Context: an optimization exercise on an open-source flow, tuned for small area. The choices shown serve that exercise and are no tape-out recipe. Only simulation tests tie the RTL to the original design; equivalence was not proved. Power figures rest on the tool's default switching activity, not on a simulated workload.

Design Cajero, start of the top module:
module Cajero (
    input CLK,
    input RESET,
    input TARJETA_RECIBIDA,
    input [15:0] PIN_CORRECTO,
    input [3:0] DIGITO,
    input DIGITO_STB,
    input TIPO_TRANS,
    input [31:0] MONTO,
    input MONTO_STB,
    input [63:0] BALANCE_INICIAL,
    output reg [63:0] BALANCE_ACTUALIZADO,
    output BALANCE_STB,
    output ENTREGAR_DINERO,
    output FONDOS_INSUFICIENTES,
    output reg PIN_INCORRECTO,
    output reg ADVERTENCIA,
    output BLOQUEO
    );
export LEC_CHECK = 0
export CAP_MARGIN = 0
export CORE_MARGIN = 2
export CORE_UTILIZATION = 60
export CTS_BUF_LIST = sky130_fd_sc_hd__clkbuf_8
export PLACE_DENSITY = 0.75
export SLEW_MARGIN = 0
create_clock -name core_clock -period 6.0 [get_ports {CLK}]
standard.sh (not shown) runs the stock make flow with config.mk's settings and CLKGATE_MAP_FILE= SYNTH_SCRIPT=/design/flow/synth_recipe.tcl, a recipe that flattens the netlist after the stock synthesis.
==> flow/flow/run.sh <==
#!/bin/bash
# The standard ORFS layout (standard.sh) with these changes:
#  - synthesis maps logic with flow/abc.script (see flow/abc_override.tcl);
#  - port buffers are sky130_fd_sc_hd__buf_1 instead of the resizer's default pick;
#  - clock tree synthesis uses clkbuf_8 buffers and inserts no dummy loads.
set -euo pipefail
W=$PWD
{ head -n 1 synth_recipe.tcl; cat flow/abc_override.tcl; tail -n +2 synth_recipe.tcl; } > synth_custom.tcl
export CUSTOM_ABC_SCRIPT=$W/flow/abc.script
bash standard.sh finish \
  SYNTH_SCRIPT=$W/synth_custom.tcl \
  BUFFER_PORTS_ARGS="-buffer_cell sky130_fd_sc_hd__buf_1" \
  CTS_ARGS="-sink_clustering_enable -repair_clock_nets -buf_list sky130_fd_sc_hd__clkbuf_8 -dont_use_dummy_load" \
  > standard_flow.log 2>&1
==> flow/flow/abc.script <==
strash
&get -n
&dch
&nf -p -R 30
&put
==> flow/flow/abc_override.tcl <==
# Same synthesis as synth_recipe.tcl, except that the ABC call uses flow/abc.script
# (an area-recovering mapping) instead of the ORFS script; registers are mapped
# before ABC runs, so they are the standard synthesis's.
proc abc {args} {
  set i [lsearch -exact $args -script]
  if { $i >= 0 } {
    set args [lreplace $args [expr {$i + 1}] [expr {$i + 1}] $::env(CUSTOM_ABC_SCRIPT)]
  }
  yosys abc {*}$args
}
The starting point finished clean.
Edit:
--- a/flow/flow/run.sh
+++ b/flow/flow/run.sh
@@ -13 +13 @@
-  CTS_ARGS="-sink_clustering_enable -repair_clock_nets -buf_list sky130_fd_sc_hd__clkbuf_8 -dont_use_dummy_load" \
+  CTS_ARGS="-sink_clustering_enable -repair_clock_nets -buf_list {sky130_fd_sc_hd__clkbuf_4 sky130_fd_sc_hd__clkbuf_8} -sink_clustering_size 10 -dont_use_dummy_load" \
==> flow/flow/abc.script (replaced) <==
strash
&get -n
&dch
&nf -p
&put
Settings changed: CAP_MARGIN 0 to 20, SLEW_MARGIN 0 to 20.
Outcome:
- first-iteration DRC count climbs by 23%
- area after synthesis went up by 1.9%
- cell area grows by 1.6%
- sequential cell count stays the same
- routed wire length went up by 2.5%
- count of clock-buffer cells in the layout is unchanged
- via count came out higher by 2.3%
Edit:
--- a/flow/flow/run.sh
+++ b/flow/flow/run.sh
@@ -13 +13 @@
-  CTS_ARGS="-sink_clustering_enable -repair_clock_nets -buf_list {sky130_fd_sc_hd__clkbuf_4 sky130_fd_sc_hd__clkbuf_8} -sink_clustering_size 10 -dont_use_dummy_load" \
+  CTS_ARGS="-sink_clustering_enable -repair_clock_nets -buf_list sky130_fd_sc_hd__clkbuf_8 -dont_use_dummy_load" \
==> flow/flow/abc.script (replaced) <==
strash
&get -n
&dch
&nf -p -R 20
&put
The changed run produced a clean layout. Design area fell by 0.93%. Combinational power came out lower by about 3%. Worst setup slack gets worse by 0.032 ns. Synthesized cell count came out lower by 1.6%. Maximum frequency fell by 0.58%. Utilization fell by 0.33 points.
Edit:
==> flow/flow/run.sh (replaced) <==
#!/bin/bash
# The standard ORFS layout (standard.sh) with two changes:
#  - synthesis maps logic with flow/abc.script (see flow/abc_override.tcl);
#  - port buffers are sky130_fd_sc_hd__buf_1 instead of the resizer's default pick.
set -euo pipefail
W=$PWD
{ head -n 1 synth_recipe.tcl; cat flow/abc_override.tcl; tail -n +2 synth_recipe.tcl; } > synth_custom.tcl
export CUSTOM_ABC_SCRIPT=$W/flow/abc.script
bash standard.sh finish \
  SYNTH_SCRIPT=$W/synth_custom.tcl \
  BUFFER_PORTS_ARGS="-buffer_cell sky130_fd_sc_hd__buf_1" \
  > standard_flow.log 2>&1
==> flow/flow/abc.script (replaced) <==
strash
&get -n
&dch
&nf -p
&put
Settings changed: GPL_TIMING_DRIVEN set to 0.
Wire length grows by a few percent.
First-iteration DRC count grows by well over a third.
Clock skew shrinks by 0.014 ns.
Flip-flop and latch count stays the same.
Synthesized area grows slightly.
Non-clock buffer count shrinks by 1.

---

Cajero, a different RTL version from the one above (not shown whole).
For scale: ~870 cells after synthesis, about 89 flip-flops, about 6600 µm² of cells after synthesis.
## Cajero
module Cajero (
    input CLK,
    input RESET,
    input TARJETA_RECIBIDA,
    input [15:0] PIN_CORRECTO,
    input [3:0] DIGITO,
    input DIGITO_STB,
    input TIPO_TRANS,
    input [31:0] MONTO,
    input MONTO_STB,
    input [63:0] BALANCE_INICIAL,
    output reg [63:0] BALANCE_ACTUALIZADO,
    output BALANCE_STB,
    output ENTREGAR_DINERO,
    output FONDOS_INSUFICIENTES,
    output reg PIN_INCORRECTO,
    output reg ADVERTENCIA,
    output BLOQUEO
    );
    localparam ESP = 3'd0, ING = 3'd1, ANA = 3'd2, DET = 3'd3,
               DEP = 3'd4, RET = 3'd5, FIN = 3'd6, BLQ = 3'd7;
    reg [2:0]  estado;
    reg [1:0]  cnt;         
    reg [1:0]  intentos;
    reg [15:0] pin;
    wire s_ing = (estado == ING);
    wire s_fin = (estado == FIN);
    wire md    = RESET & (estado == DEP) & MONTO_STB;
    wire mw    = RESET & (estado == RET) & MONTO_STB;
    wire hold  = RESET & ~md;
    assign BALANCE_STB          = s_fin;
    assign ENTREGAR_DINERO      = s_fin & cnt[0];
    assign FONDOS_INSUFICIENTES = s_fin & cnt[1];
    assign BLOQUEO              = (estado == BLQ);
    wire [63:0] x  = {64{md}} & BALANCE_INICIAL | {64{hold}} & BALANCE_ACTUALIZADO;
    wire [31:0] b  = {32{md}} & MONTO | {32{mw}} & ~MONTO;
    wire        ci = mw;
    wire [31:0] y = x[63:32] ^ {32{~md}};    
    wire [31:0] ap = x[31:0] ^ b;
    wire [31:0] ag = x[31:0] & b;
    wire q1 = ag[1] | (ap[1] & (ag[0] | (ap[0] & ci)));
    wire q2 = ap[1] & ap[0];
    wire q3 = ag[3] | (ap[3] & ag[2]);
    wire q4 = ap[3] & ap[2];
    wire q5 = ag[5] | (ap[5] & ag[4]);
  ...
Settings: LEC_CHECK=0, ABC_AREA=1, CAP_MARGIN=20, CORE_MARGIN=2, CORE_UTILIZATION=40, PLACE_DENSITY=0.6, SLEW_MARGIN=20; clock period 6.0 ns.
==> flow/flow/run.sh <==
#!/bin/bash
# Standard ORFS layout (the standard.sh, unchanged synthesis), except that the
# port buffers are the smallest buffer instead of the resizer's default choice.
set -euo pipefail
bash standard.sh finish \
  BUFFER_PORTS_ARGS="-buffer_cell sky130_fd_sc_hd__buf_1" \
  > standard_flow.log 2>&1
Then changed:
==> flow/flow/run.sh (replaced) <==
#!/bin/bash
# The standard ORFS layout (standard.sh) with two changes:
#  - synthesis maps logic with flow/abc.script (see flow/abc_override.tcl);
#  - port buffers are sky130_fd_sc_hd__buf_1 instead of the resizer's default pick.
set -euo pipefail
W=$PWD
{ head -n 1 synth_recipe.tcl; cat flow/abc_override.tcl; tail -n +2 synth_recipe.tcl; } > synth_custom.tcl
export CUSTOM_ABC_SCRIPT=$W/flow/abc.script
bash standard.sh finish \
  SYNTH_SCRIPT=$W/synth_custom.tcl \
  BUFFER_PORTS_ARGS="-buffer_cell sky130_fd_sc_hd__buf_1" \
  > standard_flow.log 2>&1
==> flow/flow/abc.script (new file) <==
strash
&get -n
&fraig -x
&put
scorr
dc2
strash
&get -n
&dch -f
&nf -R 20 -p
&put
==> flow/flow/abc_override.tcl (new file) <==
# Same synthesis as synth_recipe.tcl, except that the ABC call uses flow/abc.script
# (an area-recovering mapping) instead of the ORFS script; registers are mapped
# before ABC runs, so they are the standard synthesis's.
proc abc {args} {
  set i [lsearch -exact $args -script]
  if { $i >= 0 } {
    set args [lreplace $args [expr {$i + 1}] [expr {$i + 1}] $::env(CUSTOM_ABC_SCRIPT)]
  }
  yosys abc {*}$args
}
- ABC_AREA: 1 -> unset
Result:
- With this change the flow completed and failed the layout checks on setup timing
- via count falls by roughly a tenth
- clock power falls by roughly a tenth
- register-to-register slack is worse by 2.4 ns
- worst hold slack is better by 0.0073 ns
- global-route usage rises by 1.9 points
Then changed:
==> flow/flow/abc.script (replaced) <==
strash
&get -n
&fraig -x
&put
scorr
dc2
strash
&get -n
&dch -f
&nf -R 1000 -p
&put
The changed run finished but failed the layout checks on setup timing.
Maximum frequency rises by a few percent.
Routed wire length rises slightly.
Non-clock buffer count rose by 43.
Setup slack improved by 0.28 ns.
Core utilization goes up by 2.8 points.
Power rose by a few percent.
Worst hold slack is worse by 0.0098 ns.
Sequential power barely changes.
Clock-buffer cell count increases by 5.

---

RTL: one of the versions met above, not the one the previous note started from.
Size: about 580 cells after synthesis, ~5600 µm² of cells after synthesis.
clock: 6.0 ns
lec_check: 0
cap_margin: 20
core_margin: 2
core_utilization: 60
cts_buf_list: sky130_fd_sc_hd__clkbuf_8
place_density: 0.75
slew_margin: 20
==> flow/flow/run.sh <==
#!/bin/bash
# The standard ORFS layout (standard.sh) with these changes:
#  - synthesis maps logic with flow/abc.script (see flow/abc_override.tcl);
#  - port buffers are sky130_fd_sc_hd__buf_1 instead of the resizer's default pick;
#  - clock tree synthesis uses clkbuf_8 buffers and inserts no dummy loads.
set -euo pipefail
W=$PWD
{ head -n 1 synth_recipe.tcl; cat flow/abc_override.tcl; tail -n +2 synth_recipe.tcl; } > synth_custom.tcl
export CUSTOM_ABC_SCRIPT=$W/flow/abc.script
bash standard.sh finish \
  SYNTH_SCRIPT=$W/synth_custom.tcl \
  BUFFER_PORTS_ARGS="-buffer_cell sky130_fd_sc_hd__buf_1" \
  CTS_ARGS="-sink_clustering_enable -repair_clock_nets -buf_list sky130_fd_sc_hd__clkbuf_8 -dont_use_dummy_load" \
  > standard_flow.log 2>&1
==> flow/flow/abc.script <==
strash
&get -n
&dch
&nf -p
&put
==> flow/flow/abc_override.tcl <==
# Same synthesis as synth_recipe.tcl, except that the ABC call uses flow/abc.script
# (an area-recovering mapping) instead of the ORFS script; registers are mapped
# before ABC runs, so they are the standard synthesis's.
proc abc {args} {
  set i [lsearch -exact $args -script]
  if { $i >= 0 } {
    set args [lreplace $args [expr {$i + 1}] [expr {$i + 1}] $::env(CUSTOM_ABC_SCRIPT)]
  }
  yosys abc {*}$args
}
The first run finished clean.
==> next run, changes <==
==> flow/flow/run.sh (replaced) <==
#!/bin/bash
# The standard ORFS layout (standard.sh) with two changes:
#  - synthesis maps logic with flow/abc.script (see flow/abc_override.tcl);
#  - port buffers are sky130_fd_sc_hd__buf_1 instead of the resizer's default pick.
set -euo pipefail
W=$PWD
{ head -n 1 synth_recipe.tcl; cat flow/abc_override.tcl; tail -n +2 synth_recipe.tcl; } > synth_custom.tcl
export CUSTOM_ABC_SCRIPT=$W/flow/abc.script
bash standard.sh finish \
  SYNTH_SCRIPT=$W/synth_custom.tcl \
  BUFFER_PORTS_ARGS="-buffer_cell sky130_fd_sc_hd__buf_1" \
  > standard_flow.log 2>&1
- The changed run completed without violations
- setup slack is about the same
- non-clock buffer count is unchanged
- sequential share of layout area falls by 0.34 points
- worst hold slack improved by 0.017 ns
- wire length rises slightly
- core utilization rises by 0.77 points
- first-iteration DRC count falls by roughly a tenth
- sequential power stays flat
- register-to-register slack stays flat
==> next run, changes <==
--- a/flow/flow/run.sh
+++ b/flow/flow/run.sh
@@ -2 +2 @@
-# The standard ORFS layout (standard.sh) with two changes:
+# The standard ORFS layout (standard.sh) with these changes:
@@ -4 +4,2 @@
-#  - port buffers are sky130_fd_sc_hd__buf_1 instead of the resizer's default pick.
+#  - port buffers are sky130_fd_sc_hd__buf_1 instead of the resizer's default pick;
+#  - clock tree synthesis uses clkbuf_8 buffers and inserts no dummy loads.
@@ -11,0 +13 @@
+  CTS_ARGS="-sink_clustering_enable -repair_clock_nets -buf_list sky130_fd_sc_hd__clkbuf_8 -dont_use_dummy_load" \
==> flow/flow/abc.script (replaced) <==
strash
&get -n
&dch
&nf -p -R 30
&put
Sequential power barely changes.
Total power drops by 8.0%.
Combinational power drops by about 4%.
Worst setup slack gets better by 0.11 ns.
Synthesized area drops by 1.9%.
Via count drops by 2.9%.
Fmax climbs by 2.1%.
Routed wire length drops by 3.5%.

---

Cajero, a different RTL version from the one above (not shown whole).
For scale: roughly 560 cells after synthesis, roughly 87 flip-flops, roughly 190 I/O pins, roughly 0.0054 mm^2 of cells after synthesis.
clock: 6.0 ns
lec_check: 0
cap_margin: 20
core_margin: 2
core_utilization: 68
cts_buf_list: sky130_fd_sc_hd__clkbuf_8
place_density: 0.8
slew_margin: 20
==> flow/flow/run.sh <==
#!/bin/bash
# The standard ORFS layout (standard.sh) with these changes:
#  - synthesis maps logic with flow/abc.script (see flow/abc_override.tcl);
#  - port buffers are sky130_fd_sc_hd__buf_1 instead of the resizer's default pick;
#  - floorplan removes synthesis buffers instead of an early pre-placement timing repair;
#  - clock tree synthesis uses clkbuf_8 buffers and inserts no dummy loads.
set -euo pipefail
W=$PWD
{ head -n 1 synth_recipe.tcl; cat flow/abc_override.tcl; tail -n +2 synth_recipe.tcl; } > synth_custom.tcl
export CUSTOM_ABC_SCRIPT=$W/flow/abc.script
bash standard.sh finish \
  SYNTH_SCRIPT=$W/synth_custom.tcl \
  BUFFER_PORTS_ARGS="-buffer_cell sky130_fd_sc_hd__buf_1" \
  REMOVE_ABC_BUFFERS=1 \
  CTS_ARGS="-sink_clustering_enable -repair_clock_nets -buf_list sky130_fd_sc_hd__clkbuf_8 -dont_use_dummy_load" \
  > standard_flow.log 2>&1
==> flow/flow/abc.script <==
strash
&get -n
&dch
&nf -p -R 30
&put
Scripts as last shown in full above: flow/flow/abc_override.tcl
Edit:
- CORE_UTILIZATION: 68 -> 50
- PLACE_DENSITY: 0.8 -> 0.65
Fmax grows by 5.1%. Die area is higher by 34%. Hold slack hardly moves. Final cell count goes up by 4.8%. Core utilization drops by 23 points. Power barely changes. Global-route usage drops by 8.3 points. Sequential share of layout area went down by 0.32 points. Non-clock buffer count came out higher by 4. Sequential cell count is unchanged.
Edit:
- CORE_UTILIZATION: 50 -> 60
- PLACE_DENSITY: 0.65 -> 0.75
The changed run completed with no timing, DRC or antenna violations.
Power drops slightly.
First-iteration DRC count fell by a quarter to a third.
Utilization rises by 13 points.
Global-route usage goes up by 4.7 points.
Die area drops by about a fifth.
Clock-buffer cell count stays the same.
Register-to-register slack degrades by 60 ps.
Clock skew fell by 5.1 ps.
Cell area came out lower slightly.
Wire length rose slightly.
Non-clock buffer count is lower by 4.

---

main:
RTL: one of the versions met above, not the one the previous note started from.
Size: about 580 cells after synthesis, ~88 flip-flops, ~190 I/O pins.
==> flow/config.mk <==
export PLATFORM = sky130hd
export DESIGN_NAME = Cajero
export DESIGN_NICKNAME = Cajero
export VERILOG_FILES = /design/flow/design.v
export SDC_FILE = /design/flow/constraint.sdc
export NUM_CORES = 4
export LEC_CHECK = 0
export CAP_MARGIN = 20
export CORE_MARGIN = 2
export CORE_UTILIZATION = 60
export CTS_BUF_LIST = sky130_fd_sc_hd__clkbuf_8
export CTS_CLUSTER_DIAMETER = 100
export CTS_CLUSTER_SIZE = 30
export PLACE_DENSITY = 0.75
export SLEW_MARGIN = 20
==> flow/constraint.sdc <==
create_clock -name core_clock -period 6.0 [get_ports {CLK}]
set_input_delay 1.2000 -clock core_clock [delete_from_list [all_inputs] [get_ports {CLK}]]
set_output_delay 1.2000 -clock core_clock [all_outputs]
set_load 0.01 [all_outputs]
==> flow/flow/run.sh <==
#!/bin/bash
# The standard ORFS layout (standard.sh) with two changes:
#  - synthesis maps logic with flow/abc.script (see flow/abc_override.tcl);
#  - port buffers are sky130_fd_sc_hd__buf_1 instead of the resizer's default pick.
set -euo pipefail
W=$PWD
{ head -n 1 synth_recipe.tcl; cat flow/abc_override.tcl; tail -n +2 synth_recipe.tcl; } > synth_custom.tcl
export CUSTOM_ABC_SCRIPT=$W/flow/abc.script
bash standard.sh finish \
  SYNTH_SCRIPT=$W/synth_custom.tcl \
  BUFFER_PORTS_ARGS="-buffer_cell sky130_fd_sc_hd__buf_1" \
  > standard_flow.log 2>&1
==> flow/flow/abc.script <==
strash
&get -n
&dch
&nf -p
&put
Scripts as last shown in full above: flow/flow/abc_override.tcl
Edits applied to the flow inputs when going from main to the feature branch:
- removing CTS_CLUSTER_SIZE (formerly 30)
- removing CTS_CLUSTER_DIAMETER (formerly 100)
==> flow/flow/run.sh <==
#!/bin/bash
# The standard ORFS layout (standard.sh) with these changes:
#  - synthesis maps logic with flow/abc.script (see flow/abc_override.tcl);
#  - port buffers are sky130_fd_sc_hd__buf_1 instead of the resizer's default pick;
#  - clock tree synthesis uses clkbuf_8 buffers and inserts no dummy loads.
set -euo pipefail
W=$PWD
{ head -n 1 synth_recipe.tcl; cat flow/abc_override.tcl; tail -n +2 synth_recipe.tcl; } > synth_custom.tcl
export CUSTOM_ABC_SCRIPT=$W/flow/abc.script
bash standard.sh finish \
  SYNTH_SCRIPT=$W/synth_custom.tcl \
  BUFFER_PORTS_ARGS="-buffer_cell sky130_fd_sc_hd__buf_1" \
  CTS_ARGS="-sink_clustering_enable -repair_clock_nets -buf_list sky130_fd_sc_hd__clkbuf_8 -dont_use_dummy_load" \
  > standard_flow.log 2>&1
==> flow/flow/abc.script <==
strash
&get -n
&dch
&nf -p -R 40
&put
Number of placed cells counting well taps in the feature branch is 18 lower than in main. End point of the critical path: BALANCE_ACTUALIZADO[59]$_DFF_P_ -> main, BALANCE_ACTUALIZADO[63]$_DFF_P_ -> the feature branch. Route | the feature branch vs main | wire shorter in the feature branch. Of the feature branch and main, the run reporting the higher register-to-register slack was the feature branch. main -> the feature branch: final routed DRC violation total flat. Re sequential cell count: no difference whatsoever between main and the feature branch. Compare the feature branch and main | clock skew higher: the feature branch.

-- re-timing with driven ports --
Ports are ideal in the flow. The routed layouts listed here were re-timed in OpenROAD. Step 1: set_driving_cell puts a clkbuf_16 on CLK and a buf_2 on each other input, an assumption about the parent block. Step 2 times the ports against the registers' clock, not the clock port: input delays grow and output delays shrink by t, the midpoint of the rising clock arrivals with the driver on. Slacks: no drivers / after step 1 / after step 2; pairs: no drivers / after step 1.
run | t, ns | setup slack, ns | clock arrival spread, ns | worst data-port slew with drivers (ns)
the first run of note 1 | 0.386 | 0.703 / 0.705 / 0.319 | 0.025 / 0.026 | 0.06
the second run of note 1 | 0.374 | 0.594 / 0.605 / 0.230 | 0.028 / 0.027 | 0.05
the third run of note 1 | 0.383 | 0.563 / 0.575 / 0.193 | 0.027 / 0.027 | 0.05
the fourth run of note 1 | 0.397 | 0.262 / 0.275 / -0.122 | 0.013 / 0.013 | 0.06
the first run of note 2 | 0.392 | 1.167 / 1.185 / 0.793 | 0.011 / 0.010 | 0.06
the second run of note 2 | 0.385 | -1.195 / -1.213 / -1.598 | 0.006 / 0.006 | 0.06
the third run of note 2 | 0.383 | -0.916 / -0.936 / -1.319 | 0.010 / 0.010 | 0.07
the first run of note 3 | 0.374 | 0.594 / 0.605 / 0.230 | 0.028 / 0.027 | 0.05
the second run of note 3 | 0.390 | 0.594 / 0.604 / 0.214 | 0.015 / 0.014 | 0.05
the third run of note 3 | 0.386 | 0.702 / 0.704 / 0.319 | 0.024 / 0.023 | 0.06
the first run of note 4 | 0.390 | 0.289 / 0.287 / -0.103 | 0.033 / 0.033 | 0.05
the second run of note 4 | 0.388 | 0.568 / 0.578 / 0.190 | 0.030 / 0.030 | 0.07
the third run of note 4 | 0.380 | 0.613 / 0.614 / 0.234 | 0.024 / 0.024 | 0.06
main | 0.390 | 0.594 / 0.604 / 0.214 | 0.015 / 0.014 | 0.05
the feature branch | 0.377 | 0.485 / 0.493 / 0.116 | 0.034 / 0.034 | 0.06
With both steps, setup timing fails in the fourth run of note 1 and the first run of note 4, where it was met with ideal ports.
